From an optimization exercise on the open Yosys and OpenROAD flow, aimed at small area, a short achievable clock period and few clock cycles; shortcuts taken in it are not production practice.
Where RTL was checked, it was by simulation tests only, not by an equivalence proof against the original.
The flow treats the clock pin as an ideal source. Dropping or thinning the clock tree relies on that and would not hold on a real chip.

==> v39: inputs <==
Design lab7, start of the top module:
module lab7(X,Y,z,clk,reset,start,done);
input [15:0]X;
input [15:0]Y;
output [47:0]z;
input clk,reset;
input start;
output reg done;
reg [15:0] a;
reg [15:0] b;
always @(posedge clk)
begin
	if (start)
	begin
		a <= X;
		b <= Y;
	end
	done <= start & ~reset;
end
genvar i, j;
generate
	for (i = 0; i < 4; i = i + 1) begin : row
		for (j = 0; j < 4; j = j + 1) begin : col
			assign z[3*(4*i+j) +: 3] = {2'b00, a[4*i+0] & b[4*0+j]}
			                         + {2'b00, a[4*i+1] & b[4*1+j]}
			                         + {2'b00, a[4*i+2] & b[4*2+j]}
			                         + {2'b00, a[4*i+3] & b[4*3+j]};
		end
	end
endgenerate
endmodule
==> module lab7, before the edit <==
module lab7(X,Y,z,clk,reset,start,done);
input [15:0]X;
input [15:0]Y;
output [47:0]z;
input clk,reset;
input start;
output reg done;
reg [15:0] a;
reg [15:0] b;
always @(posedge clk)
begin
	if (start)
	begin
		a <= X;
		b <= Y;
	end
	done <= start & ~reset;
end
genvar i, j;
generate
	for (i = 0; i < 4; i = i + 1) begin : row
		for (j = 0; j < 4; j = j + 1) begin : col
			assign z[3*(4*i+j) +: 3] = {2'b00, a[4*i+0] & b[4*0+j]}
			                         + {2'b00, a[4*i+1] & b[4*1+j]}
			                         + {2'b00, a[4*i+2] & b[4*2+j]}
			                         + {2'b00, a[4*i+3] & b[4*3+j]};
		end
	end
endgenerate
endmodule
Settings: LEC_CHECK=0, CAP_MARGIN=20, CORE_MARGIN=2, CORE_UTILIZATION=40, SETUP_SLACK_MARGIN=1.5, SLEW_MARGIN=20; clock period 4.0 ns.
run.sh (not shown) runs the stock make flow with config.mk's settings and CLKGATE_MAP_FILE= SYNTH_SCRIPT=/design/flow/synth_recipe.tcl, a recipe that flattens the netlist after the stock synthesis.
==> v11 (differences from v39) <==
- SETUP_SLACK_MARGIN: 1.5 -> unset
==> v9 (differences from v39) <==
--- a/flow/design.v
+++ b/flow/design.v
@@ -22,6 +22,14 @@
 		for (j = 0; j < 4; j = j + 1) begin : col
-			assign z[3*(4*i+j) +: 3] = {2'b00, a[4*i+0] & b[4*0+j]}
-			                         + {2'b00, a[4*i+1] & b[4*1+j]}
-			                         + {2'b00, a[4*i+2] & b[4*2+j]}
-			                         + {2'b00, a[4*i+3] & b[4*3+j]};
+			wire a0 = a[4*i+0], a1 = a[4*i+1], a2 = a[4*i+2], a3 = a[4*i+3];
+			wire b0 = b[j], b1 = b[4+j], b2 = b[8+j], b3 = b[12+j];
+			wire u    = ~(a0 & b0 & a1 & b1);
+			wire v    = ~(a2 & b2 & a3 & b3);
+			wire no01 = ~((a0 & b0) | (a1 & b1));
+			wire no23 = ~((a2 & b2) | (a3 & b3));
+			wire x01  = ~no01 & u;
+			wire x23  = ~no23 & v;
+			wire w    = ~((no01 | no23) & u & v);
+			assign z[3*(4*i+j)+0] = x01 ^ x23;
+			assign z[3*(4*i+j)+1] = (u | v) & w;
+			assign z[3*(4*i+j)+2] = ~(u | v);
 		end
==> flow/flow/run.sh (new file) <==
#!/bin/bash
# The standard layout (bash standard.sh) with two changes:
#  - the ports get buf_1 buffers instead of the delay buffer buffer_ports picks by default;
#  - the clock tree is a single strong buffer driving every flip-flop (see pre_cts.tcl),
#    instead of TritonCTS's two-level tree.
set -euo pipefail
here="$(pwd)"
export BUFFER_PORTS_ARGS="-buffer_cell sky130_fd_sc_hd__buf_1"
export PRE_CTS_TCL="$here/flow/pre_cts.tcl"
bash standard.sh > "$here/standard_flow.log" 2>&1
==> flow/flow/pre_cts.tcl (new file) <==
# Sourced by ORFS's cts.tcl before clock_tree_synthesis. The design has only a few
# dozen flip-flops, so one strong buffer drives all of them: clk -> buffer -> every
# flip-flop clock pin. This replaces clock_tree_synthesis for this step; the rest of
# cts.tcl (placement legalisation, timing repair) runs as usual.
proc single_buffer_clock { buf_master_name } {
  set block [ord::get_db_block]
  set db [ord::get_db]
  set master [$db findMaster $buf_master_name]
  set clk_net [$block findNet clk]
  set sinks {}
  set sx 0
  set sy 0
  foreach it [$clk_net getITerms] {
    lappend sinks $it
    set bb [[$it getInst] getBBox]
    set sx [expr {$sx + ([$bb xMin] + [$bb xMax]) / 2}]
    set sy [expr {$sy + ([$bb yMin] + [$bb yMax]) / 2}]
  }
  set n [llength $sinks]
  set buf [odb::dbInst_create $block $master clkbuf_root]
  set new_net [odb::dbNet_create $block clknet_root]
  $new_net setSigType CLOCK
  $clk_net setSigType CLOCK
  foreach it $sinks {
    $it disconnect
    $it connect $new_net
  }
  [$buf findITerm A] connect $clk_net
  [$buf findITerm X] connect $new_net
  $buf setLocation [expr {$sx / $n}] [expr {$sy / $n}]
  $buf setPlacementStatus PLACED
  puts "single_buffer_clock: $n clock sinks driven by one $buf_master_name"
}

rename clock_tree_synthesis orfs_clock_tree_synthesis
proc clock_tree_synthesis { args } {
  single_buffer_clock sky130_fd_sc_hd__buf_16
  set_propagated_clock [all_clocks]
}
==> flow/standard.sh (new file) <==
#!/bin/bash
# synth_recipe.tcl (not shown) runs the flow's synth.tcl, then flattens the netlist and writes it again
# the make line also repeats each setting of config.mk as NAME=value (left out here)
make -C /OpenROAD-flow-scripts/flow DESIGN_CONFIG=/design/flow/config.mk WORK_HOME=/design/flow/orfs CLKGATE_MAP_FILE= SYNTH_SCRIPT=/design/flow/synth_recipe.tcl "${@:-finish}"
- SETUP_SLACK_MARGIN: 1.5 -> unset
removed: flow/run.sh
==> v17 (differences from v39) <==
--- a/flow/design.v
+++ b/flow/design.v
@@ -22,6 +22,14 @@
 		for (j = 0; j < 4; j = j + 1) begin : col
-			assign z[3*(4*i+j) +: 3] = {2'b00, a[4*i+0] & b[4*0+j]}
-			                         + {2'b00, a[4*i+1] & b[4*1+j]}
-			                         + {2'b00, a[4*i+2] & b[4*2+j]}
-			                         + {2'b00, a[4*i+3] & b[4*3+j]};
+			wire a0 = a[4*i+0], a1 = a[4*i+1], a2 = a[4*i+2], a3 = a[4*i+3];
+			wire b0 = b[j], b1 = b[4+j], b2 = b[8+j], b3 = b[12+j];
+			wire u    = ~(a0 & b0 & a1 & b1);
+			wire v    = ~(a2 & b2 & a3 & b3);
+			wire no01 = ~((a0 & b0) | (a1 & b1));
+			wire no23 = ~((a2 & b2) | (a3 & b3));
+			wire x01  = ~no01 & u;
+			wire x23  = ~no23 & v;
+			wire w    = ~((no01 | no23) & u & v);
+			assign z[3*(4*i+j)+0] = x01 ^ x23;
+			assign z[3*(4*i+j)+1] = (u | v) & w;
+			assign z[3*(4*i+j)+2] = ~(u | v);
 		end
==> flow/flow/run.sh (new file) <==
#!/bin/bash
# Standard layout, but with small buffers on the ports instead of the
# delay buffer that buffer_ports picks by default.
set -euo pipefail
export BUFFER_PORTS_ARGS="-buffer_cell sky130_fd_sc_hd__buf_1"
bash standard.sh > standard_flow.log 2>&1
==> flow/standard.sh (new file) <==
#!/bin/bash
# synth_recipe.tcl (not shown) runs the flow's synth.tcl, then flattens the netlist and writes it again
# the make line also repeats each setting of config.mk as NAME=value (left out here)
make -C /OpenROAD-flow-scripts/flow DESIGN_CONFIG=/design/flow/config.mk WORK_HOME=/design/flow/orfs CLKGATE_MAP_FILE= SYNTH_SCRIPT=/design/flow/synth_recipe.tcl "${@:-finish}"
- CTS_CLUSTER_DIAMETER: unset -> 500
- CTS_CLUSTER_SIZE: unset -> 40
- SETUP_SLACK_MARGIN: 1.5 -> unset
removed: flow/run.sh
==> results_dict.tcl <==
set metrics [dict create \
    final_util 0.620 \
    status "finished clean" \
    worst_slack_ns 0.727 \
    mostFrequentLayoutCell "clkdlybuf4s50_1" \
    synth_area_leaders "edfxtp_1 46%, ha_1 19%, fa_1 15%, and2_1 8.3%, nand2_1 6.4%" \
]
Source of the figures above: v11

==> results_dict.tcl <==
set metrics [dict create \
    synth_area_leaders "edfxtp_1 42%, xnor2_1 12%, nand2_1 10%, nand4_1 6.2%, xor2_1 6.1%" \
    status "finished clean" \
    worst_slack_ns 1.56 \
    mostFrequentLayoutCell "buf_1" \
    final_util 0.498 \
]
Source of the figures above: v17

==> results_dict.tcl <==
set metrics [dict create \
    mostFrequentLayoutCell "buf_6" \
    synth_area_leaders "edfxtp_1 46%, ha_1 19%, fa_1 15%, and2_1 8.3%, nand2_1 6.4%" \
    seqCellArea_sq_um 981 \
    status "finished clean" \
    worst_slack_ns 1.17 \
    final_util 0.753 \
]
Source of the figures above: v39

==> results_dict.tcl <==
set metrics [dict create \
    mostFrequentLayoutCell "buf_1" \
    final_util 0.485 \
    status "finished clean" \
    holdBufCountCts 0 \
    synth_area_leaders "edfxtp_1 42%, xnor2_1 12%, nand2_1 10%, nand4_1 6.2%, xor2_1 6.1%" \
    worst_slack_ns 1.65 \
]
Source of the figures above: v9

Testbench counts of v39, summed over its fixed seeds: cycles 2,400.
Testbench counts of v11, summed over its fixed seeds: cycles 2,400.
Function not checked in v9 and v17: the RTL went through the layout flow alone. The clock cells of v9 come from the design's own scripts or RTL, not from TritonCTS.

## separate check: timing with driven ports
In the flow no input, the clock included, has a driving cell. The finished layouts below were timed again as built, in two steps.
Step 1 sets driving cells, clkbuf_16 on the clock port and buf_2 on the other inputs (assumed; they add their load-dependent delay and slew).
Step 2 times the ports against the registers' clock, not the clock port: input delays grow and output delays shrink by t, the midpoint of the rising clock arrivals with the driver on.
Three values: ideal ports, drivers, drivers and shift; two values: the first two.
run	t, ns	setup WS [ns]	worst setup path after step 2	worst register clock-pin slew, ns	worst slew at a driven data input, ns
v39	0.304	1.169 / 1.144 / 1.449	register to output	0.07 / 0.07	0.04
v11	0.302	0.727 / 0.702 / 1.005	register to output	0.07 / 0.07	0.04
v9	0.189	1.649 / 1.606 / 1.795	register to output	0.12 / 0.12	0.03
v17	0.307	1.564 / 1.536 / 1.843	register to output	0.07 / 0.07	0.03
After both steps setup and hold are still met in every run listed.
